What follows belongs to an exercise in optimizing a design on an open flow for small area and a short achievable clock period; a production flow would make more cautious choices. No activity file was given, so power comes from the tool's default toggle rates. No driver is modelled on the clock port, so clocking that relies on it looks cheaper here than on a real chip.

## run 1
## eight_pt_fft
module eight_pt_fft(a0,a1,a2,a3,a4,a5,a6,a7,clk,rst,
                    y0,yr1,yi1,yr2,yi2,yr3,yi3,y4,yr5,yi5,yr6,yi6,yr7,yi7);
Size: roughly 4,200 cells after synthesis, about 950 flip-flops, about 350 I/O pins, about 35,000 µm² of cells after synthesis.
==> flow/config.mk <==
export PLATFORM = sky130hd
export DESIGN_NAME = eight_pt_fft
export DESIGN_NICKNAME = eight_pt_fft
export VERILOG_FILES = /design/flow/design.v
export SDC_FILE = /design/flow/constraint.sdc
export NUM_CORES = 4
export LEC_CHECK = 0
export ABC_AREA = 1
export CAP_MARGIN = 20
export CORE_MARGIN = 2
export CORE_UTILIZATION = 60
export PLACE_DENSITY = 0.85
export SETUP_SLACK_MARGIN = 2.0
export SLEW_MARGIN = 20
==> flow/constraint.sdc <==
create_clock -name core_clock -period 4.0 [get_ports {clk}]
set_input_delay 0.8000 -clock core_clock [delete_from_list [all_inputs] [get_ports {clk}]]
set_output_delay 0.8000 -clock core_clock [all_outputs]
set_load 0.01 [all_outputs]
standard.sh (not shown) runs the stock make flow with config.mk's settings and CLKGATE_MAP_FILE= SYNTH_SCRIPT=/design/flow/synth_recipe.tcl, a recipe that flattens the netlist after the stock synthesis.
==> flow/flow/run.sh <==
#!/bin/bash
# Standard layout, except: synthesis maps adders to plain gates instead of the
# platform's full/half-adder cells (ADDER_MAP_FILE left empty); ports buffered with buf_2; clock tree without dummy loads.
# Registers, their names and cell types are the same as the standard synthesis.
set -euo pipefail
bash standard.sh ADDER_MAP_FILE= 'BUFFER_PORTS_ARGS=-buffer_cell sky130_fd_sc_hd__buf_2' 'CTS_ARGS=-sink_clustering_enable -repair_clock_nets -sink_clustering_size 30 -sink_clustering_max_diameter 120 -dont_use_dummy_load' finish > run_make.log 2>&1
Looking at the reports, run 1 completed the entire flow and the layout it produced met the timing, design-rule and antenna checks.
[inputs] run 2 vs run 1
Settings: CORE_UTILIZATION changed from 60 to 65; PLACE_DENSITY changed from 0.85 to 0.65.
Findings:
Average detailed-routed wire length per instance in run 2 is 4.2% below run 1.
On design area, run 2 and run 1 are basically level.
Higher switching power share of the total goes to run 1 over run 2.
Looking at overall fraction of global-route tracks in use, run 2 sits 0.54 points above run 1.
For run 3, these inputs were changed with respect to run 2:
Settings: PLACE_DENSITY: 0.65 -> 0.75.
[summary]
Run 3 went all the way through synthesis, placement and routing and the layout is clean on timing, DRC and antenna. Run 2 was carried through to the last stage, and its layout satisfied the timing, design-rule and antenna checks. Run 3 against run 2: clock power level; minimum clock period moved down; number of vias in the routed layout level; end-of-flow core utilization level. Going from run 2 to run 3, global-route usage over all layers went up; worst setup slack went up; normalized max-slew margin went down. Between run 2 and run 3, the flow reports global-route wire length before repair increasing slightly. Run 2 → run 3: power comparable, net switching power figure roughly the same.
Inputs modified between run 3 and run 4:
==> flow/flow/run.sh <==
#!/bin/bash
# Standard layout, except:
# - synthesis maps adders to plain gates instead of the platform's full/half-adder
#   cells (ADDER_MAP_FILE left empty);
# - ABC's area script is replaced by flow/abc_area.script (a copy of ORFS's
#   scripts folder is made with only that file changed);
# - ports are buffered with buf_2; the clock tree is built without dummy loads.
# Registers, their names and cell types are the same as the standard synthesis.
set -euo pipefail
rm -rf scripts_mod
cp -r "$FLOW_HOME/scripts" scripts_mod
cp flow/abc_area.script scripts_mod/abc_area.script
bash standard.sh ADDER_MAP_FILE= SCRIPTS_DIR=$PWD/scripts_mod \
  'BUFFER_PORTS_ARGS=-buffer_cell sky130_fd_sc_hd__buf_2' \
  'CTS_ARGS=-sink_clustering_enable -repair_clock_nets -sink_clustering_size 30 -sink_clustering_max_diameter 120 -dont_use_dummy_load' \
  finish > run_make.log 2>&1
==> flow/flow/abc_area.script (new file) <==
strash
&get -n
&dch
&nf
&put
topo
stime -c
buffer -c
upsize -c
dnsize -c
==> comparison <==
- Run 4 vs. run 3: post-route fraction of the period consumed by the critical path went up by 16 points.
- Run 3 ended up with reg2out as its type of the worst setup path; run 4 ended up with reg2reg.
- Diff run 3..run 4 | number of maximum-capacitance violations | unchanged
- Run 4 vs run 3 — synthesized netlist cell count dropped 28%.
- The share of cell area taken by flip-flops and latches of run 4 falls short of that of run 3 by 4.4 points.
- For run 4, the most common cell after layout, fill and taps aside was sky130_fd_sc_hd__dfxtp_1, unlike run 3, where it was sky130_fd_sc_hd__nand2_1.
- Overall power of the completed layout: run 4 vs run 3 up 8200 µW
No run of this note included a check of the RTL's function; only the layout flow was run.

## afterwards: timing with drivers on the ports
In the flow no input, the clock included, has a driving cell. The finished layouts below were timed again as built, in two steps.
Step 1: set_driving_cell puts a clkbuf_16 on clk and a buf_2 on each other input, an assumption about the parent block.
Step 2 moves the port delays by t, midway between the first and last clock arrival at a register: inputs arrive t later, outputs are due t later. That takes back most of the time a late clock gives input paths.
Three values: no drivers, after step 1, after step 2; two values: the first two.
run	t, ns	setup slack, ns	hold slack, ns
run 1	0.647	2.055 / 1.994 / 1.703	0.294 / 0.254 / 0.329
run 2	0.625	2.035 / 1.975 / 1.759	0.301 / 0.265 / 0.318
run 3	0.639	2.057 / 1.994 / 1.748	0.296 / 0.258 / 0.324
run 4	0.647	1.432 / 1.432 / 1.432	0.287 / 0.253 / 0.316
After both steps every run listed still meets setup and hold. For run 1, which loses most, drivers alone change the setup slack by -0.061 ns; drivers and shift together by -0.352 ns.
